Background: an optimization exercise with open tools, aiming at small area, a short achievable clock period and few clock cycles per item. Do not read the settings as production practice. In this exercise RTL edits were held to simulation tests only and were not proved equivalent to the original. No activity file was given, so power comes from the tool's default toggle rates.

## build 66
// top
module top(clock, reset, DataIn, Go_flag, Found, Ready);
input clock;
input reset;
input [7:0] DataIn;
input Go_flag;
output [31:0] Found;
output Ready;
Match Match_DUT(.clock(clock), .reset(reset), .DataIn(DataIn), .Go_flag(Go_flag), .Found(Found), .Ready(Ready));
endmodule
For scale: roughly 300 cells after synthesis, roughly 44 I/O pins, about 2000 sq um of cells after synthesis.
clock: 3.5 ns
lec_check: 0
cap_margin: 20
core_margin: 2
core_utilization: 30
setup_slack_margin: 1.0
slew_margin: 20
standard.sh (not shown) runs the stock make flow with config.mk's settings and CLKGATE_MAP_FILE= SYNTH_SCRIPT=/design/flow/synth_recipe.tcl, a recipe that flattens the netlist after the stock synthesis.
==> flow/flow/run.sh <==
#!/bin/bash
# Standard ORFS layout, but with port buffers of a plain buffer cell and
# resizing free to change a cell's footprint.
set -euo pipefail
cd "$(dirname "$0")/.."
bash standard.sh MATCH_CELL_FOOTPRINT=0 "BUFFER_PORTS_ARGS=-buffer_cell sky130_fd_sc_hd__buf_2" finish > standard_flow.log 2>&1
Testbench counts of build 66, summed over its fixed seeds: cycles 3,208, chars 3,200.
diff inputs: build 66 => build 87
# build 66
export LEC_CHECK = 0
export CAP_MARGIN = 20
export CORE_MARGIN = 2
export CORE_UTILIZATION = 30
export SETUP_SLACK_MARGIN = 1.0
export SLEW_MARGIN = 20
create_clock -name core_clock -period 3.5 [get_ports {clock}]
# build 87
export LEC_CHECK = 0
export ABC_AREA = 1
export CAP_MARGIN = 20
export CORE_MARGIN = 2
export CORE_UTILIZATION = 30
export SETUP_SLACK_MARGIN = 1.2
export SLEW_MARGIN = 20
create_clock -name core_clock -period 3.5 [get_ports {clock}]
Notes after the runs:
Going from build 66 to build 87, fraction of final layout cells sized beyond drive strength 1 grows by 4.5 points.
Going from build 66 to build 87, sequential power lower, fraction of synthesized cell area in xor and xnor cells lost 1.7 points, combinational cell fraction of total power climbed 3.5 points, core outline area down about 1.1%.
Fill cell instance count of the final layout (lower): build 66
Compared with build 66, build 87 improves smallest hold slack.
Routed wire length, build 87 vs build 66: up by a little under 10%
Relative to build 87, the following input files were edited for build 68:
# build 87
export LEC_CHECK = 0
export ABC_AREA = 1
export CAP_MARGIN = 20
export CORE_MARGIN = 2
export CORE_UTILIZATION = 30
export SETUP_SLACK_MARGIN = 1.2
export SLEW_MARGIN = 20
create_clock -name core_clock -period 3.5 [get_ports {clock}]
# build 68
export LEC_CHECK = 0
export CAP_MARGIN = 20
export CORE_MARGIN = 2
export CORE_UTILIZATION = 30
export SETUP_SLACK_MARGIN = 1.2
export SLEW_MARGIN = 20
create_clock -name core_clock -period 3.5 [get_ports {clock}]
[summary]
Build 68 vs build 87: routed length on met2 down by more than 10%
Per the comparison of build 68 with build 87, clock transition time at the flip-flop clock pins of the worst setup and hold paths saw little to no change; final area went up about 0.4%; cell count shows a reduction of about 14%; total power after layout climbed 1.5%.
Build 68 ends up with a post-place setup slack that is 0.17 ns lower than in build 87.
Number of vias per cell ended up 12% higher on build 68 than on build 87.

rev 12:
Starting RTL as in the previous note.
==> flow/config.mk <==
export PLATFORM = sky130hd
export DESIGN_NAME = top
export DESIGN_NICKNAME = top
export VERILOG_FILES = /design/flow/design.v
export SDC_FILE = /design/flow/constraint.sdc
export NUM_CORES = 4
export LEC_CHECK = 0
export CAP_MARGIN = 20
export CORE_MARGIN = 2
export CORE_UTILIZATION = 30
export SETUP_SLACK_MARGIN = 1.2
export SLEW_MARGIN = 20
==> flow/constraint.sdc <==
create_clock -name core_clock -period 3.5 [get_ports {clock}]
set_input_delay 0.7000 -clock core_clock [delete_from_list [all_inputs] [get_ports {clock}]]
set_output_delay 0.7000 -clock core_clock [all_outputs]
set_load 0.01 [all_outputs]
run.sh (not shown) runs the stock make flow with config.mk's settings and CLKGATE_MAP_FILE= SYNTH_SCRIPT=/design/flow/synth_recipe.tcl, a recipe that flattens the netlist after the stock synthesis.
Stock flow here: none of the scripts above is used.
Testbench counts of rev 12, summed over its fixed seeds: cycles 3,208, chars 3,200.
Input-level comparison between rev 13 and rev 12:
diff --git a/flow/config.mk b/flow/config.mk
--- a/flow/config.mk
+++ b/flow/config.mk
@@ -11 +10,0 @@
-export SETUP_SLACK_MARGIN = 1.2
Results
The run showing the greater internal power summed over all cells is rev 12. Rev 13 -> rev 12: clock net sink count delta 0, exact match. End point of the critical path = Found[9]: rev 13; end point of the critical path = Match_DUT.state[2]: rev 12. Rev 13 completed end to end with timing, DRC and antenna clean. Rev 13 vs. rev 12: routed wire length shrank by about 10%; area used by multi-input combinational logic shrank by 6.7%; post-layout instance count excluding filler cells shrank by 5.4%; relative contribution of combinational cells to total power shrank by 2.7 points. For power dissipated in combinational cells, dividing the value from rev 13 by the value from rev 12 gives 0.905. Final critical-path share of the clock period: rev 13 higher than rev 12. Measured against each other, rev 13 and rev 12 differ in clock network fraction of design power, the lower figure coming from rev 12.

## zinc
Starting RTL as in the previous note.
## top
module top(clock, reset, DataIn, Go_flag, Found, Ready);
input clock;
input reset;
input [7:0] DataIn;
input Go_flag;
output [31:0] Found;
output Ready;
Match Match_DUT(.clock(clock), .reset(reset), .DataIn(DataIn), .Go_flag(Go_flag), .Found(Found), .Ready(Ready));
endmodule
==> flow/config.mk <==
export PLATFORM = sky130hd
export DESIGN_NAME = top
export DESIGN_NICKNAME = top
export VERILOG_FILES = /design/flow/design.v
export SDC_FILE = /design/flow/constraint.sdc
export NUM_CORES = 4
export LEC_CHECK = 0
export CAP_MARGIN = 20
export CORE_MARGIN = 2
export CORE_UTILIZATION = 60
export SETUP_SLACK_MARGIN = 1.0
export SLEW_MARGIN = 20
==> flow/constraint.sdc <==
create_clock -name core_clock -period 3.5 [get_ports {clock}]
set_input_delay 0.7000 -clock core_clock [delete_from_list [all_inputs] [get_ports {clock}]]
set_output_delay 0.7000 -clock core_clock [all_outputs]
set_load 0.01 [all_outputs]
standard.sh (not shown) runs the stock make flow with config.mk's settings and CLKGATE_MAP_FILE= SYNTH_SCRIPT=/design/flow/synth_recipe.tcl, a recipe that flattens the netlist after the stock synthesis.
==> flow/flow/run.sh <==
#!/bin/bash
# Standard ORFS layout, but with port buffers of a plain buffer cell and
# resizing free to change a cell's footprint.
set -euo pipefail
cd "$(dirname "$0")/.."
bash standard.sh MATCH_CELL_FOOTPRINT=0 "BUFFER_PORTS_ARGS=-buffer_cell sky130_fd_sc_hd__buf_1" finish > standard_flow.log 2>&1
Testbench counts of zinc, summed over its fixed seeds: cycles 3,208, chars 3,200.
What harbor does differently from zinc at the input level:
Settings: putting ABC_CLOCK_PERIOD_IN_PS at 2000 where nothing was set; swapping 1.0 for 1.2 in SETUP_SLACK_MARGIN; swapping 60 for 30 in CORE_UTILIZATION.
==> flow/run.sh (new file) <==
#!/bin/bash
# synth_recipe.tcl (not shown) runs the flow's synth.tcl, then flattens the netlist and writes it again
# the make line also repeats each setting of config.mk as NAME=value (left out here)
make -C /OpenROAD-flow-scripts/flow DESIGN_CONFIG=/design/flow/config.mk WORK_HOME=/design/flow/orfs CLKGATE_MAP_FILE= SYNTH_SCRIPT=/design/flow/synth_recipe.tcl finish
removed: flow/flow/run.sh
removed: flow/standard.sh
### Flow results
- harbor vs zinc — routed wire length climbed by more than 10%
- | reported net switching power | lower: zinc |
- Match_DUT.state[2] as the end point of the critical path was reported by harbor, and Match_DUT.state[3] by zinc.
- Critical path depth was higher in zinc than in harbor.
- Across both runs, portion of the clock cycle consumed by the worst path in the final layout was lower for harbor than for zinc.
- On post-route total power: between harbor and zinc, it ends up lower for zinc.
- harbor ended with more relative area change from synthesis to final layout than zinc.
Relative to harbor, the following input files were edited for cedar:
Settings: SETUP_SLACK_MARGIN: 1.2 -> 1.8; ABC_CLOCK_PERIOD_IN_PS: 2000 -> unset.
==> flow/flow/run.sh (new file) <==
#!/bin/bash
# Standard ORFS layout, but with port buffers of a plain buffer cell and
# resizing free to change a cell's footprint.
set -euo pipefail
cd "$(dirname "$0")/.."
bash standard.sh MATCH_CELL_FOOTPRINT=0 "BUFFER_PORTS_ARGS=-buffer_cell sky130_fd_sc_hd__buf_2" finish > standard_flow.log 2>&1
==> flow/standard.sh (new file) <==
#!/bin/bash
# synth_recipe.tcl (not shown) runs the flow's synth.tcl, then flattens the netlist and writes it again
# the make line also repeats each setting of config.mk as NAME=value (left out here)
make -C /OpenROAD-flow-scripts/flow DESIGN_CONFIG=/design/flow/config.mk WORK_HOME=/design/flow/orfs CLKGATE_MAP_FILE= SYNTH_SCRIPT=/design/flow/synth_recipe.tcl "${@:-finish}"
removed: flow/run.sh
==> run summary <==
Diff harbor -> cedar: count of buffers not belonging to the clock network in the layout moved up; non-clock buffering overhead in the final layout rose by 4.0 points; gate count of the mapped netlist essentially unchanged; total power moved up. Going from harbor to cedar, global routing usage on met2 +6.9 points, adder and majority cell fraction of the synthesized area ~0 delta.

## port drivers added, routing unchanged
The results above use ideal ports. As a check the final layouts listed here were re-extracted and re-timed, cells and wires unchanged. Step 1: set_driving_cell puts a clkbuf_16 on clock and a buf_2 on each other input, an assumption about the parent block. Step 2 times the ports against the registers' clock, not the clock port: input delays grow and output delays shrink by t, the midpoint of the rising clock arrivals with the driver on. Slacks: ideal ports / drivers / drivers and shift; pairs: ideal ports / drivers.
run	shift t [ns]	setup slack, ns	worst setup path after step 2	worst slew at a driven data input, ns	pins driven straight from the clock port
build 66	0.265	1.205 / 1.179 / 1.052	input to register	0.03	1
build 87	0.249	1.243 / 1.221 / 1.437	input to register	0.03	1
build 68	0.265	1.296 / 1.285 / 1.038	input to register	0.03	1
rev 12	0.256	1.201 / 1.198 / 0.943	input to register	0.03	1
rev 13	0.255	0.542 / 0.521 / 0.632	input to register	0.03	1
zinc	0.297	1.175 / 1.175 / 0.979	input to register	0.03	1
harbor	0.256	1.201 / 1.198 / 0.943	input to register	0.03	1
cedar	0.270	1.460 / 1.433 / 1.330	input to register	0.06	1
After both steps every run listed still meets setup and hold.
